This is an optimization exercise on Yosys and OpenROAD, whose aim is small area, a short achievable clock period and few clock cycles per item, not a production implementation.
Function was checked by simulation only, so behaviour that the tests miss may differ from the original.
Power figures rest on the tool's default switching activity, not on a simulated workload.

==> flow/design.v (excerpt) <==
module processor(clk, rst, max_pc, imem_addr, imem_data, dmem_addr, dmem_data, done, out);
clock: 6.0 ns
lec_check: 0
cap_margin: 20
core_margin: 2
core_utilization: 40
place_density: 0.6
setup_slack_margin: 3
slew_margin: 20
run.sh (not shown) runs the stock make flow with config.mk's settings and CLKGATE_MAP_FILE= SYNTH_SCRIPT=/design/flow/synth_recipe.tcl, a recipe that flattens the netlist after the stock synthesis.
Testbench counts at the start, summed over its fixed seeds: cycles 16,064, instructions 15,104.
==> next run, changes <==
--- a/flow/config.mk
+++ b/flow/config.mk
@@ -12 +11,0 @@
-export SETUP_SLACK_MARGIN = 3
What happened:
- clock power stays flat
- worst setup slack degrades by 1.0 ns
- clock-buffer cell count goes down by 1
- combinational power shrinks by 17%
- fmax is lower by 21%
- final area fell by 6.3%
- global-route usage decreases by 0.80 points
==> next run, changes <==
--- a/flow/config.mk
+++ b/flow/config.mk
@@ -11,0 +12 @@
+export SETUP_SLACK_MARGIN = 2
Power grows by 0.63%.
Wire length went up by about 0.8%.
Worst setup slack improves by 0.96 ns.
Count of clock-buffer cells in the layout stays the same.
Sequential power stays flat.
Final area increases by 1.6%.
Hold slack hardly moves.
Synthesized area stays the same.

processor, a different RTL version from the one above (not shown whole).
Size: about 1,100 cells after synthesis, ~71 I/O pins, ~0.014 mm² of cells after synthesis.
==> flow/config.mk <==
export PLATFORM = sky130hd
export DESIGN_NAME = processor
export DESIGN_NICKNAME = processor
export VERILOG_FILES = /design/flow/design.v
export SDC_FILE = /design/flow/constraint.sdc
export NUM_CORES = 4
export LEC_CHECK = 0
export CAP_MARGIN = 20
export CORE_MARGIN = 2
export CORE_UTILIZATION = 40
export CTS_CLUSTER_DIAMETER = 80
export CTS_CLUSTER_SIZE = 22
export PLACE_DENSITY = 0.6
export SETUP_SLACK_MARGIN = 3.2
export SLEW_MARGIN = 20
export SYNTH_HIERARCHICAL = 1
export SYNTH_MINIMUM_KEEP_SIZE = 0
==> flow/constraint.sdc <==
create_clock -name core_clock -period 6.0 [get_ports {clk}]
set_input_delay 1.2000 -clock core_clock [delete_from_list [all_inputs] [get_ports {clk}]]
set_output_delay 1.2000 -clock core_clock [all_outputs]
set_load 0.01 [all_outputs]
standard.sh (not shown) runs the stock make flow with config.mk's settings and CLKGATE_MAP_FILE= SYNTH_SCRIPT=/design/flow/synth_recipe.tcl, a recipe that flattens the netlist after the stock synthesis.
==> flow/flow/run.sh <==
#!/bin/bash
# The standard layout, with strong buffers on the ports (in place of the
# delay cells buffer_ports picks by default) and cell sizing in repair not
# held to the original cell's footprint.
set -euo pipefail
export BUFFER_PORTS_ARGS="-buffer_cell sky130_fd_sc_hd__buf_4"
bash standard.sh MATCH_CELL_FOOTPRINT=0 finish > standard.log 2>&1
The baseline went through all stages and came out clean.
Testbench counts at the start, summed over its fixed seeds: cycles 16,064, instructions 15,104.
Edit:
--- a/flow/flow/run.sh
+++ b/flow/flow/run.sh
@@ -5,3 +5,3 @@
 set -euo pipefail
 export BUFFER_PORTS_ARGS="-buffer_cell sky130_fd_sc_hd__buf_4"
-bash standard.sh MATCH_CELL_FOOTPRINT=0 finish > standard.log 2>&1
+bash standard.sh MATCH_CELL_FOOTPRINT=0 RECOVER_POWER=30 finish > standard.log 2>&1
Settings changed: CTS_CLUSTER_DIAMETER 80 to not set, CTS_CLUSTER_SIZE 22 to not set.
What happened: The new run completed and failed the layout checks on max-capacitance violations, max-slew violations; global-route usage grows by 0.20 points; synthesized cell count does not change; maximum frequency shrinks by about 15%; clock skew shrinks by 0.014 ns.
Edit:
==> flow/flow/run.sh (replaced) <==
#!/bin/bash
# The standard layout, with strong buffers on the ports (in place of the
# delay cells buffer_ports picks by default) and cell sizing in repair not
# held to the original cell's footprint.
set -euo pipefail
export BUFFER_PORTS_ARGS="-buffer_cell sky130_fd_sc_hd__buf_2"
bash standard.sh MATCH_CELL_FOOTPRINT=0 finish > standard.log 2>&1
The new run passed the timing, design-rule and antenna checks.
Worst setup slack improved by 0.52 ns.
Non-clock buffer count rose by 5.
Power came out higher by 1.9%.
Clock-buffer cell count came out higher by 4.
Synthesized cell count stays the same.
Worst hold slack is worse by 0.020 ns.
Via count went up by 1.2%.
Cell area came out higher by 0.70%.
Sequential share of layout area came out lower by 0.35 points.
Die area stays the same.
Sequential power is about the same.
Edit:
--- a/flow/flow/run.sh
+++ b/flow/flow/run.sh
@@ -4,4 +4,4 @@
 # held to the original cell's footprint.
 set -euo pipefail
-export BUFFER_PORTS_ARGS="-buffer_cell sky130_fd_sc_hd__buf_2"
+export BUFFER_PORTS_ARGS="-buffer_cell sky130_fd_sc_hd__buf_4"
 bash standard.sh MATCH_CELL_FOOTPRINT=0 finish > standard.log 2>&1
Settings changed: PLACE_DENSITY 0.6 to 0.7.
Outcome:
- The changed run produced a clean layout
- power drops by a few percent
- setup slack is worse by 0.012 ns
- clock power drops by roughly a tenth

v5:
Starting RTL as in the previous note.
export LEC_CHECK = 0
export CAP_MARGIN = 20
export CORE_MARGIN = 2
export CORE_UTILIZATION = 40
export PLACE_DENSITY = 0.5
export SETUP_SLACK_MARGIN = 3.2
export SLEW_MARGIN = 20
export SYNTH_HIERARCHICAL = 1
export SYNTH_MINIMUM_KEEP_SIZE = 0
create_clock -name core_clock -period 6.0 [get_ports {clk}]
==> flow/flow/run.sh <==
#!/bin/bash
# The standard layout, with strong buffers on the ports (in place of the
# delay cells buffer_ports picks by default) and cell sizing in repair not
# held to the original cell's footprint.
set -euo pipefail
export BUFFER_PORTS_ARGS="-buffer_cell sky130_fd_sc_hd__buf_4"
bash standard.sh MATCH_CELL_FOOTPRINT=0 finish > standard.log 2>&1
Testbench counts of v5, summed over its fixed seeds: cycles 16,064, instructions 15,104.
Setup changes, v5 to v40
- swapping 0.5 for 0.7 in PLACE_DENSITY
- swapping 40 for 55 in CORE_UTILIZATION
Findings:
When v40 is set beside v5, its fraction of the core area covered by cells at the end of the flow turns out to be 20 points larger.
Per the comparison of v40 with v5, clock insertion delay at the later pin of the skew report climbed 40 ps, initial cell density of the core climbed 15 points, filler cell count lower.
From v5 to v40 the numbers moved as follows: via count grew by 4.7%, number of placed I/O pins held steady, total design power shrank by 110 uW.
### v40 -> v32
- TNS_END_PERCENT now 20, previously not set
- CORE_UTILIZATION now 40, was 55
- PLACE_DENSITY now 0.6, was 0.7
Findings:
- Going from v40 to v32, switching power now sits higher; worst hold margin now sits lower.
- The setup slack of v32 is smaller than that of v40.
- v32 vs v40: number of buffers other than clock buffers in the final layout down by more than a quarter
- Going from v40 to v32, total vias in the final route decreased 408; top achievable clock speed decreased 0.0047 GHz.
- NOTE: insertion delay of the later-clocked pin in the worst-skew pair in v32 exceeds that of v40
- Row cell area: v32 lower / v40 higher
- Summary of the comparison: internal power is higher in v32, relative to v40.

Starting RTL as in the previous note.
clock: 6.0 ns
lec_check: 0
cap_margin: 20
core_margin: 2
core_utilization: 40
cts_cluster_diameter: 100
cts_cluster_size: 30
place_density: 0.6
setup_slack_margin: 3.2
slew_margin: 20
synth_hierarchical: 1
synth_minimum_keep_size: 0
==> flow/flow/run.sh <==
#!/bin/bash
# The standard layout, with strong buffers on the ports (in place of the
# delay cells buffer_ports picks by default) and cell sizing in repair not
# held to the original cell's footprint.
set -euo pipefail
export BUFFER_PORTS_ARGS="-buffer_cell sky130_fd_sc_hd__buf_2"
bash standard.sh MATCH_CELL_FOOTPRINT=0 finish > standard.log 2>&1
The first run completed with no timing, DRC or antenna violations.
Testbench counts at the start, summed over its fixed seeds: cycles 16,064, instructions 15,104.
Change:
--- a/flow/flow/run.sh
+++ b/flow/flow/run.sh
@@ -4,4 +4,4 @@
 # held to the original cell's footprint.
 set -euo pipefail
-export BUFFER_PORTS_ARGS="-buffer_cell sky130_fd_sc_hd__buf_2"
+export BUFFER_PORTS_ARGS="-buffer_cell sky130_fd_sc_hd__buf_4"
 bash standard.sh MATCH_CELL_FOOTPRINT=0 finish > standard.log 2>&1
==> flow/config.mk (replaced) <==
export PLATFORM = sky130hd
export DESIGN_NAME = processor
export DESIGN_NICKNAME = processor
export VERILOG_FILES = /design/flow/design.v
export SDC_FILE = /design/flow/constraint.sdc
export NUM_CORES = 4
export LEC_CHECK = 0
export CAP_MARGIN = 5
export CORE_MARGIN = 2
export CORE_UTILIZATION = 40
export PLACE_DENSITY = 0.6
export SETUP_SLACK_MARGIN = 3.2
export SLEW_MARGIN = 5
export SYNTH_HIERARCHICAL = 1
export SYNTH_MINIMUM_KEEP_SIZE = 0
Effect: Setup slack improved by 0.13 ns. Core utilization went up by 1.8 points. Clock-buffer cell count went up by 20. Total power went up by 13%. Routed wire length went up by 2.1%.
Change:
--- a/flow/flow/run.sh
+++ b/flow/flow/run.sh
@@ -5,3 +5,3 @@
 set -euo pipefail
 export BUFFER_PORTS_ARGS="-buffer_cell sky130_fd_sc_hd__buf_4"
-bash standard.sh MATCH_CELL_FOOTPRINT=0 finish > standard.log 2>&1
+bash standard.sh MATCH_CELL_FOOTPRINT=0 RECOVER_POWER=100 finish > standard.log 2>&1
--- a/flow/config.mk
+++ b/flow/config.mk
@@ -6,10 +6,10 @@
 export NUM_CORES = 4
 export LEC_CHECK = 0
-export CAP_MARGIN = 5
+export CAP_MARGIN = 20
 export CORE_MARGIN = 2
 export CORE_UTILIZATION = 40
 export PLACE_DENSITY = 0.6
 export SETUP_SLACK_MARGIN = 3.2
-export SLEW_MARGIN = 5
+export SLEW_MARGIN = 20
 export SYNTH_HIERARCHICAL = 1
 export SYNTH_MINIMUM_KEEP_SIZE = 0
- This time the run finished but failed the layout checks on max-capacitance violations, max-slew violations
- count of clock-buffer cells in the layout stays the same
- via count climbs by 0.70%
- worst setup slack got worse by 1.0 ns
- flip-flop and latch count stays the same
Change:
--- a/flow/flow/run.sh
+++ b/flow/flow/run.sh
@@ -5,3 +5,3 @@
 set -euo pipefail
 export BUFFER_PORTS_ARGS="-buffer_cell sky130_fd_sc_hd__buf_4"
-bash standard.sh MATCH_CELL_FOOTPRINT=0 RECOVER_POWER=100 finish > standard.log 2>&1
+bash standard.sh MATCH_CELL_FOOTPRINT=0 finish > standard.log 2>&1
What happened:
- The changed run produced a clean layout
- combinational power increases by about 10%
- area after synthesis does not change
- final cell count does not change
- total power increases by 1.9%
- maximum frequency increases by 34%
- clock skew barely changes
- clock power hardly moves
- die area stays the same
- cell area increases by 2.4%
Change:
--- a/flow/config.mk
+++ b/flow/config.mk
@@ -10,5 +10,5 @@
 export CORE_UTILIZATION = 40
 export PLACE_DENSITY = 0.6
-export SETUP_SLACK_MARGIN = 3.2
+export SETUP_SLACK_MARGIN = 3.5
 export SLEW_MARGIN = 20
 export SYNTH_HIERARCHICAL = 1
Total power rose by 7.5%.
Flip-flop and latch count does not change.
Wire length rose by 4.8%.
Final area rises by 4.3%.
Worst setup slack got worse by 0.027 ns.
Core utilization came out higher by 2.2 points.
Via count climbs by 4.0%.
Clock skew stays flat.
Sequential share of layout area decreases by 2.0 points.
Final cell count grows by 2.2%.
Maximum frequency goes down by 0.86%.
Change:
--- a/flow/config.mk
+++ b/flow/config.mk
@@ -10,5 +10,5 @@
 export CORE_UTILIZATION = 40
 export PLACE_DENSITY = 0.6
-export SETUP_SLACK_MARGIN = 3.5
+export SETUP_SLACK_MARGIN = 2.9
 export SLEW_MARGIN = 20
 export SYNTH_HIERARCHICAL = 1
The changed run went through all stages and came out clean. Sequential share of layout area grows by 3.5 points. Fmax shrinks by 1.8%. Worst hold slack got worse by 0.011 ns. Clock power barely changes. Die area is unchanged. First-iteration DRC count shrinks by 16%. Sequential cell count does not change.

separate check: timing with driven ports:
The results above use ideal ports. As a check the final layouts listed here were re-extracted and re-timed, cells and wires unchanged.
Step 1 sets driving cells, clkbuf_16 on the clock port and buf_2 on the other inputs (assumed; they add their load-dependent delay and slew).
Step 2, shift: input delay + t, output delay - t, t = (earliest + latest rising clock arrival at the registers) / 2. This alone moves slack from input paths to output paths.
Slacks: no drivers / after step 1 / after step 2; pairs: no drivers / after step 1.
| run | t, ns | setup WS [ns] | worst setup path after step 2 | latest minus earliest clock arrival (ns) | worst data-port slew with drivers (ns) |
|---|---|---|---|---|---|
| the first run of note 1 | 0.629 | 2.072 / 2.018 / 2.313 | input to register | 0.034 / 0.035 | 0.06 |
| the second run of note 1 | 0.614 | 1.038 / 0.983 / 1.405 | input to register | 0.018 / 0.018 | 0.05 |
| the third run of note 1 | 0.615 | 2.000 / 1.945 / 1.470 | input to register | 0.018 / 0.017 | 0.05 |
| the first run of note 2 | 0.577 | 2.843 / 2.836 / 2.259 | input to register | 0.025 / 0.025 | 0.15 |
| the second run of note 2 | 0.631 | 2.299 / 2.302 / 1.671 | input to register | 0.012 / 0.012 | 0.14 |
| the third run of note 2 | 0.563 | 2.821 / 2.751 / 2.188 | input to register | 0.023 / 0.024 | 0.19 |
| the fourth run of note 2 | 0.627 | 2.809 / 2.706 / 2.079 | input to register | 0.014 / 0.013 | 0.16 |
| v5 | 0.564 | 2.737 / 2.741 / 2.177 | input to register | 0.017 / 0.016 | 0.19 |
| v40 | 0.602 | 2.855 / 2.846 / 2.244 | input to register | 0.016 / 0.016 | 0.17 |
| v32 | 0.623 | 2.808 / 2.784 / 2.161 | input to register | 0.018 / 0.018 | 0.16 |
| the first run of note 4 | 0.562 | 2.786 / 2.793 / 2.231 | input to register | 0.019 / 0.020 | 0.19 |
| the second run of note 4 | 0.629 | 2.919 / 2.870 / 2.297 | input to register | 0.013 / 0.013 | 0.14 |
| the third run of note 4 | 0.629 | 1.882 / 1.887 / 1.258 | input to register | 0.012 / 0.012 | 0.15 |
| the fourth run of note 4 | 0.629 | 2.919 / 2.870 / 2.297 | input to register | 0.013 / 0.013 | 0.14 |
| the fifth run of note 4 | 0.623 | 2.892 / 2.849 / 2.227 | input to register | 0.014 / 0.013 | 0.15 |
| the sixth run of note 4 | 0.556 | 2.835 / 2.865 / 2.309 | input to register | 0.029 / 0.029 | 0.07 |
For the fourth run of note 2, which loses most, drivers alone change the setup slack by -0.103 ns; drivers and shift together by -0.730 ns.
